Source: an optimization exercise on an open RTL-to-GDS flow (aim: small area, a short achievable clock period and few clock cycles per item). Production flows keep margins and buffers that such runs may drop.
Where RTL was checked, it was by simulation tests only, not by an equivalence proof against the original.

## cordic
module cordic #(
    parameter int Width = 16
) (
    input  logic             clk_i,
    input  logic             rst_i,
    input  logic             start_cordic_i,
    input  logic [Width-1:0] x0_i,
    input  logic [Width-1:0] y0_i,
    input  logic [Width-1:0] z0_i,
    output logic [Width-1:0] xn_o,
    output logic [Width-1:0] yn_o,
    output logic [Width-1:0] zn_o,
    output logic             done_tick_cordic_o
);
  function automatic logic [15:0] atan(input logic [3:0] i);
    case (i)
      4'd0: atan = 16'h2D00;
      4'd1: atan = 16'h1A91;
      4'd2: atan = 16'h0E09;
      4'd3: atan = 16'h0720;
      4'd4: atan = 16'h0394;
      4'd5: atan = 16'h01CA;
      4'd6: atan = 16'h00E5;
      4'd7: atan = 16'h0073;
      4'd8: atan = 16'h0039;
      4'd9: atan = 16'h001D;
      4'd10: atan = 16'h000E;
      4'd11: atan = 16'h0007;
      4'd12: atan = 16'h0004;
      4'd13: atan = 16'h0002;
      4'd14: atan = 16'h0001;
      default: atan = 16'h0000;
    endcase
  endfunction
  function automatic logic [15:0] asr(input logic [15:0] v, input int k);
    for (int b = 0; b < 16; b++) asr[b] = (b + k > 15) ? v[15] : v[b + k];
  endfunction
  ...
export LEC_CHECK = 0
export ABC_AREA = 1
export CAP_MARGIN = 20
export CORE_MARGIN = 2
export CORE_UTILIZATION = 40
export SETUP_SLACK_MARGIN = 2.9
export SLEW_MARGIN = 20
create_clock -name core_clock -period 5.5 [get_ports {clk_i}]
standard.sh (not shown) runs the stock make flow with config.mk's settings and CLKGATE_MAP_FILE= SYNTH_SCRIPT=/design/flow/synth_recipe.tcl, a recipe that flattens the netlist after the stock synthesis.
==> flow/flow/run.sh <==
#!/bin/bash
# The standard layout (the standard.sh), with two changes:
#  - synthesis maps additions to ordinary logic cells (ADDER_MAP_FILE empty,
#    so Yosys does not extract full/half-adder cells); registers are unchanged;
#  - the port buffers that placement inserts are the smallest buffer cell,
#    sky130_fd_sc_hd__buf_1, instead of the one OpenROAD picks by default.
#    Every input and output port still gets its buffer.
# Full output in standard.log.
set -euo pipefail
export ADDER_MAP_FILE=
export BUFFER_PORTS_ARGS="-buffer_cell sky130_fd_sc_hd__buf_1"
bash standard.sh > standard.log 2>&1
The baseline ran to the end with no violations.
Then changed:
--- a/flow/config.mk
+++ b/flow/config.mk
@@ -11,3 +11,3 @@
 export CORE_UTILIZATION = 40
-export SETUP_SLACK_MARGIN = 2.9
+export SETUP_SLACK_MARGIN = 2.6
 export SLEW_MARGIN = 20
Outcome: Die area is unchanged; clock skew came out lower by 3.3 ps; routed wire length came out lower by a few percent; hold slack is about the same; first-iteration DRC count came out lower by a few percent.
No run of this note included a check of the RTL's function; only the layout flow was run.

---

amber:
cordic, a different RTL version from the one above (not shown whole).
Size in the first run: ~1200 cells after synthesis, ~58 flip-flops, roughly 100 I/O pins, about 0.0064 mm² of cells after synthesis.
==> flow/config.mk <==
export PLATFORM = sky130hd
export DESIGN_NAME = cordic
export DESIGN_NICKNAME = cordic
export VERILOG_FILES = /design/flow/design.v
export SDC_FILE = /design/flow/constraint.sdc
export NUM_CORES = 4
export LEC_CHECK = 0
export ABC_AREA = 1
export CAP_MARGIN = 20
export CORE_MARGIN = 2
export CORE_UTILIZATION = 60
export SETUP_SLACK_MARGIN = 2.7
export SLEW_MARGIN = 20
==> flow/constraint.sdc <==
create_clock -name core_clock -period 5.5 [get_ports {clk_i}]
set_input_delay 1.1000 -clock core_clock [delete_from_list [all_inputs] [get_ports {clk_i}]]
set_output_delay 1.1000 -clock core_clock [all_outputs]
set_load 0.01 [all_outputs]
Scripts as last shown in full above: flow/flow/run.sh
Testbench counts of amber, summed over its fixed seeds: cycles 8,200, items 512.
What quartz does differently from amber at the input level:
diff --git a/flow/config.mk b/flow/config.mk
--- a/flow/config.mk
+++ b/flow/config.mk
@@ -11,3 +11,3 @@
 export CORE_UTILIZATION = 60
-export SETUP_SLACK_MARGIN = 2.7
+export SETUP_SLACK_MARGIN = 2.5
 export SLEW_MARGIN = 20
Findings:
Across quartz and amber, the outcome is the same: a clean finish for every run.
Compared with amber, quartz shows total wire length after detailed routing lower by about 2.4%.
The total of plain and repair buffers excluding clock buffers in quartz sits 8.7% below the value recorded for amber.
Comparing quartz and amber, the higher post-route clock period utilization was measured on quartz.
Comparing quartz and amber, the lower number of stages on the worst setup path was measured on quartz.
On final core utilization: between quartz and amber, it ends up lower for quartz.
Compared with amber, in quartz worst setup slack fell 0.15 ns, fill cell instance count of the final layout climbed 42.

---

cordic, a different RTL version from the one above (not shown whole).
Size in the first run: about 870 cells after synthesis, ~100 I/O pins, about 6400 µm² of cells after synthesis.
export LEC_CHECK = 0
export CAP_MARGIN = 20
export CORE_MARGIN = 2
export CORE_UTILIZATION = 40
export SETUP_SLACK_MARGIN = 2.0
export SLEW_MARGIN = 20
create_clock -name core_clock -period 5.5 [get_ports {clk_i}]
run.sh (not shown) runs the stock make flow with config.mk's settings and CLKGATE_MAP_FILE= SYNTH_SCRIPT=/design/flow/synth_recipe.tcl, a recipe that flattens the netlist after the stock synthesis.
Stock flow here: none of the scripts above is used.
Change:
- ABC_AREA: not set -> 1
- CTS_BUF_LIST: not set -> sky130_fd_sc_hd__clkbuf_4
Result:
- via count drops by about 11%
- sequential share of layout area rises by 2.4 points
- worst hold slack stays flat
- design area is lower by about 15%
- core utilization drops by 6.2 points
- wire length is lower by about 20%
- setup slack improved by 0.15 ns
No functional check of the RTL was part of any run of this note.

---

## juniper
Starting RTL as in the previous note.
make LEC_CHECK=0 ABC_AREA=1 CAP_MARGIN=20 CORE_MARGIN=2 CORE_UTILIZATION=40 SETUP_SLACK_MARGIN=2.4 SLEW_MARGIN=20 finish   # period 5.5 ns
juniper completed every stage of the flow, and the final layout passed the timing, design-rule and antenna checks.
diff inputs: juniper => indigo
# juniper
export LEC_CHECK = 0
export ABC_AREA = 1
export CAP_MARGIN = 20
export CORE_MARGIN = 2
export CORE_UTILIZATION = 40
export SETUP_SLACK_MARGIN = 2.4
export SLEW_MARGIN = 20
create_clock -name core_clock -period 5.5 [get_ports {clk_i}]
# indigo
export LEC_CHECK = 0
export ABC_AREA = 1
export CAP_MARGIN = 20
export CORE_MARGIN = 2
export CORE_UTILIZATION = 40
export SETUP_SLACK_MARGIN = 1.5
export SLEW_MARGIN = 20
create_clock -name core_clock -period 5.5 [get_ports {clk_i}]
Delta (indigo minus juniper): non-clock buffer count fell 42, routed wire length went down, register-to-register slack dropped 0.65 ns.
Slowest cell on the critical path: dfxtp_4 -> juniper, dfrtp_1 -> indigo
[indigo] critical path depth fell 6 relative to juniper
Taking juniper as 1.0, indigo lands at 0.911 on summed area of non-filler cells in the final layout.
Clock distribution area overhead in the final layout: juniper and indigo compared, higher one is indigo
Setup WNS juniper -> indigo: worse
Compared to juniper, indigo has first-pass detailed-route iteration total 1 higher.
Edits applied to the flow inputs when going from indigo to maple:
# indigo
export LEC_CHECK = 0
export ABC_AREA = 1
export CAP_MARGIN = 20
export CORE_MARGIN = 2
export CORE_UTILIZATION = 40
export SETUP_SLACK_MARGIN = 1.5
export SLEW_MARGIN = 20
create_clock -name core_clock -period 5.5 [get_ports {clk_i}]
# maple
export LEC_CHECK = 0
export ABC_AREA = 1
export CAP_MARGIN = 20
export CORE_MARGIN = 2
export CORE_UTILIZATION = 40
export SETUP_SLACK_MARGIN = 2.0
export SLEW_MARGIN = 20
create_clock -name core_clock -period 5.5 [get_ports {clk_i}]
==> flow/flow/run.sh (new file) <==
#!/bin/bash
# The standard layout (the standard.sh, standard synthesis included), with
# one change: the port buffers that placement inserts are the smallest buffer
# cell, sky130_fd_sc_hd__buf_1, instead of the one OpenROAD picks by default.
# Every input and output port still gets its buffer. Full output in standard.log.
set -euo pipefail
export BUFFER_PORTS_ARGS="-buffer_cell sky130_fd_sc_hd__buf_1"
bash standard.sh > standard.log 2>&1
==> flow/standard.sh (new file) <==
#!/bin/bash
# synth_recipe.tcl (not shown) runs the flow's synth.tcl, then flattens the netlist and writes it again
# the make line also repeats each setting of config.mk as NAME=value (left out here)
make -C /OpenROAD-flow-scripts/flow DESIGN_CONFIG=/design/flow/config.mk WORK_HOME=/design/flow/orfs CLKGATE_MAP_FILE= SYNTH_SCRIPT=/design/flow/synth_recipe.tcl "${@:-finish}"
removed: flow/run.sh
- The final layout from maple, which completed every stage, passed the timing, design-rule and antenna checks at the end of the flow.
- Signed area change from the synthesized netlist to the final layout was lower in the run labelled maple.
- Measured against maple, the total routed wire length on the met1 layer of indigo comes out at 1.07 times the reference value.
- Clock-buffer cell count was lower in the run labelled indigo.
- Taking indigo as the reference, in maple vias per cell lost 0.034, share of the clock period used by the worst path after layout went down 8.8 points.
The following lists how cedar was set up differently from maple:
# maple
export LEC_CHECK = 0
export ABC_AREA = 1
export CAP_MARGIN = 20
export CORE_MARGIN = 2
export CORE_UTILIZATION = 40
export SETUP_SLACK_MARGIN = 2.0
export SLEW_MARGIN = 20
create_clock -name core_clock -period 5.5 [get_ports {clk_i}]
# cedar
export LEC_CHECK = 0
export ABC_AREA = 1
export CAP_MARGIN = 20
export CORE_MARGIN = 2
export CORE_UTILIZATION = 40
export SETUP_SLACK_MARGIN = 2.8
export SLEW_MARGIN = 20
create_clock -name core_clock -period 5.5 [get_ports {clk_i}]
==> flow/run.sh (new file) <==
#!/bin/bash
# synth_recipe.tcl (not shown) runs the flow's synth.tcl, then flattens the netlist and writes it again
# the make line also repeats each setting of config.mk as NAME=value (left out here)
make -C /OpenROAD-flow-scripts/flow DESIGN_CONFIG=/design/flow/config.mk WORK_HOME=/design/flow/orfs CLKGATE_MAP_FILE= SYNTH_SCRIPT=/design/flow/synth_recipe.tcl finish
removed: flow/flow/run.sh
removed: flow/standard.sh
==> comparison <==
In summary, cedar completed successfully, with a layout that passed the timing, design-rule and antenna checks.
On sequential standard cell area, the lower figure sits with maple, not cedar.
In cedar, the sequential share of cell area came out 4.0 points below the value in maple.
cedar against maple: HPWL reported at the end of detailed placement increased by 4.8% relative to the old numbers, setup slack picked up an extra 0.21 ns, number of buffers inserted to repair setup after CTS increased by 60 relative to the old numbers.
~same clock skew in cedar and maple
Non-clock buffer area fraction after layout in cedar is 14 points above maple.
[compare] base=maple new=cedar: design area now sits higher.
No functional check of the RTL was part of any run of this note.

## separate check: timing with driven ports
No port has a modelled driver above. Below, the same layouts with a new extraction and two added sets of constraints. Step 1, drivers: a clkbuf_16 drives clk_i and a buf_2 each remaining input, both assumed. Step 2 also shifts input and output timing later by t, the mid clock arrival at the registers, as if the neighbouring blocks saw the same clock. Three values: ideal ports, drivers, drivers and shift; two values: the first two.
| run | t, ns | setup slack, ns | worst data-port slew with drivers (ns) |
|---|---|---|---|
| the first run of note 1 | 0.400 | 2.995 / 2.995 / 2.953 | 0.04 |
| the second run of note 1 | 0.399 | 2.865 / 2.865 / 2.865 | 0.05 |
| amber | 0.400 | 2.937 / 2.937 / 2.650 | 0.03 |
| quartz | 0.400 | 2.790 / 2.790 / 2.668 | 0.03 |
| the first run of note 3 | 0.381 | 1.923 / 1.923 / 1.923 | 0.05 |
| the second run of note 3 | 0.481 | 2.068 / 2.068 / 2.068 | 0.04 |
| juniper | 0.383 | 2.399 / 2.399 / 2.399 | 0.04 |
| indigo | 0.380 | 1.752 / 1.752 / 1.752 | 0.04 |
| maple | 0.378 | 2.233 / 2.233 / 2.233 | 0.04 |
| cedar | 0.384 | 2.441 / 2.441 / 2.441 | 0.04 |
After both steps every run listed still meets setup and hold. The setup slack of amber, which loses most, moves by 0.000 ns with the drivers and by -0.287 ns with both steps.
